What follows belongs to an exercise in optimizing a design on an open flow for small area; a production flow would make more cautious choices. In this exercise RTL edits were held to simulation tests only and were not proved equivalent to the original.

==> v17: inputs <==
==> flow/design.v <==
`timescale 1ns / 1ps
module UartLink(
    input  logic         clock,
    input  logic         reset,
    input  logic         RX,
    input  logic         ROUND_DONE,
    input  logic [191:0] dataFromMEM,
    output logic         TX,
    output logic         DONE_WRITING,
    output logic [191:0] dataToA,
    output logic [10:0]  addrA,
    output logic         weA,
    output logic [10:0]  addrtoMEM,
    output logic         memSel,
    output logic         DONE_TRANSMITTING
    );
    localparam logic [1:0] IDLE = 2'd0, START = 2'd1, DATA = 2'd2, STOP = 2'd3;
    logic [191:0] ring;
    logic [7:0]   ph;       
    logic [7:0]   idx;      
    logic [9:0]   timer;    
    logic [2:0]   pkt;      
    logic [1:0]   cs;       
    logic         txm;      
    logic         waitm;    
    logic         txq, dtq;
    wire tc  = txm ? (timer == 10'd868) : (timer == 10'd867);
    wire win = (timer[9:8] == 2'b01) && !(timer[7] & timer[6]);
    wire m   = !txm && win && (ph == idx);
    wire ins = m && (cs == DATA);
    assign weA = m && (cs == STOP) && (idx == 8'd0);
    assign DONE_WRITING = weA && (pkt == 3'd7);
    wire [7:0] txbyte = dataFromMEM[{idx[7:3], 3'b000} +: 8];
    wire       txbit  = txbyte[idx[2:0]];
    always_ff @(posedge clock)
        ring <= {ins ? RX : ring[0], ring[191:1]};
    always_ff @(posedge clock or posedge reset) begin
        if (reset) begin
            ph    <= 8'd0;
            idx   <= 8'd0;
            timer <= 10'd0;
            pkt   <= 3'd0;
            cs    <= IDLE;
            txm   <= 1'b0;
            waitm <= 1'b0;
            txq   <= 1'b1;
            dtq   <= 1'b0;
        end else begin
            ph  <= (ph == 8'd191) ? 8'd0 : ph + 8'd1;
            dtq <= txm && (cs == IDLE);
            txq <= !(txm && (cs == START || (cs == DATA && !txbit)));
            if (cs == IDLE || tc) timer <= 10'd0;
            else                  timer <= timer + 10'd1;
            case (cs)
                IDLE: begin
                    if (txm)
                        txm <= 1'b0;
                    else if (waitm) begin
                        if (ROUND_DONE) begin
                            waitm <= 1'b0;
                            txm   <= 1'b1;
                            cs    <= START;
                        end
                    end else if (!RX)
                        cs <= START;
                end
                START: if (tc) cs <= DATA;
                DATA: if (tc) begin
                    idx <= (idx == 8'd191) ? 8'd0 : idx + 8'd1;
                    if (idx[2:0] == 3'd7) cs <= STOP;
                end
                STOP: if (tc) begin
                    cs <= IDLE;
                    if (txm) begin
                        if (idx == 8'd0) pkt <= pkt + 3'd1;
                        if (!(idx == 8'd0 && pkt == 3'd7)) cs <= START;
                    end
                end
            endcase
            if (weA) begin
                pkt <= pkt + 3'd1;
                if (pkt == 3'd7) begin
                    waitm <= 1'b1;
                    cs    <= IDLE;
                end
            end
        end
    end
    assign dataToA           = ring;
    assign addrA             = {8'd0, pkt};
    assign addrtoMEM         = {8'd0, pkt};
    assign memSel            = txm;
    assign TX                = txq;
    assign DONE_TRANSMITTING = dtq;
endmodule
==> flow/run.sh <==
#!/bin/bash
# synth_recipe.tcl (not shown) runs the flow's synth.tcl, then flattens the netlist and writes it again
# the make line also repeats each setting of config.mk as NAME=value (left out here)
make -C /OpenROAD-flow-scripts/flow DESIGN_CONFIG=/design/flow/config.mk WORK_HOME=/design/flow/orfs CLKGATE_MAP_FILE= SYNTH_SCRIPT=/design/flow/synth_recipe.tcl finish
==> flow/config.mk <==
export PLATFORM = sky130hd
export DESIGN_NAME = UartLink
export DESIGN_NICKNAME = UartLink
export VERILOG_FILES = /design/flow/design.v
export SDC_FILE = /design/flow/constraint.sdc
export NUM_CORES = 4
export LEC_CHECK = 0
export CAP_MARGIN = 20
export CORE_MARGIN = 2
export CORE_UTILIZATION = 40
export SLEW_MARGIN = 20
==> flow/constraint.sdc <==
create_clock -name core_clock -period 10.0 [get_ports {clock}]
set_input_delay 2.0000 -clock core_clock [delete_from_list [all_inputs] [get_ports {clock}]]
set_output_delay 2.0000 -clock core_clock [all_outputs]
set_load 0.01 [all_outputs]
==> inputs of v12, as changes to v17 <==
==> flow/flow/run.sh (new file) <==
#!/bin/bash
# Standard ORFS layout (the standard.sh), with the port buffers that
# buffer_ports inserts made from the smallest buffer cell.
set -o pipefail
bash standard.sh 'BUFFER_PORTS_ARGS=-buffer_cell sky130_fd_sc_hd__buf_1' finish > flow.log 2>&1
==> flow/standard.sh (new file) <==
#!/bin/bash
# synth_recipe.tcl (not shown) runs the flow's synth.tcl, then flattens the netlist and writes it again
# the make line also repeats each setting of config.mk as NAME=value (left out here)
make -C /OpenROAD-flow-scripts/flow DESIGN_CONFIG=/design/flow/config.mk WORK_HOME=/design/flow/orfs CLKGATE_MAP_FILE= SYNTH_SCRIPT=/design/flow/synth_recipe.tcl "${@:-finish}"
--- a/flow/config.mk
+++ b/flow/config.mk
@@ -5,7 +5,9 @@
 export SDC_FILE = /design/flow/constraint.sdc
 export NUM_CORES = 4
 export LEC_CHECK = 0
+export ABC_AREA = 1
 export CAP_MARGIN = 20
 export CORE_MARGIN = 2
 export CORE_UTILIZATION = 40
+export CTS_BUF_LIST = sky130_fd_sc_hd__clkbuf_2 sky130_fd_sc_hd__clkbuf_4
 export SLEW_MARGIN = 20
removed: flow/run.sh
==> comparison <==
- Between v17 and v12, the lower first-iteration DRC count is in v17 (gap 26%, measured against v12).
- Utilization: v12 is lower than v17 (14 points).
- Register-to-register slack: v17 is higher than v12 (0.06 ns).
- Sequential cell count is the same in v12 and v17.
- Against v17, the critical path depth of v12 is higher by 4.
- Of v17 and v12, v12 has the higher die area (gap about 6%, measured against v12).
- Synthesized cell count: v12 is higher than v17 (about 75%).
- Against v17, the design area of v12 is smaller by about 15%.

[static timing again, ports no longer ideal]
In the flow no input, the clock included, has a driving cell. The finished layouts below were timed again as built, in two steps.
Step 1 (the two cells are an assumption about what drives the block):
set clk [get_ports {clock}]
set_driving_cell -lib_cell sky130_fd_sc_hd__clkbuf_16 $clk
set_driving_cell -lib_cell sky130_fd_sc_hd__buf_2 [delete_from_list [all_inputs] $clk]
Step 2 moves the port delays by t, midway between the first and last clock arrival at a register: inputs arrive t later, outputs are due t later. That takes back most of the time a late clock gives input paths.
a / b / c = no drivers / after step 1 / after step 2; a / b = the first two.
run | shift t [ns] | setup WS [ns] | pins driven straight from the clock port
v17 | 0.542 | 4.889 / 4.842 / 5.384 | 1
v12 | 0.655 | 4.735 / 4.692 / 5.347 | 1
After both steps setup and hold are still met in every run listed.
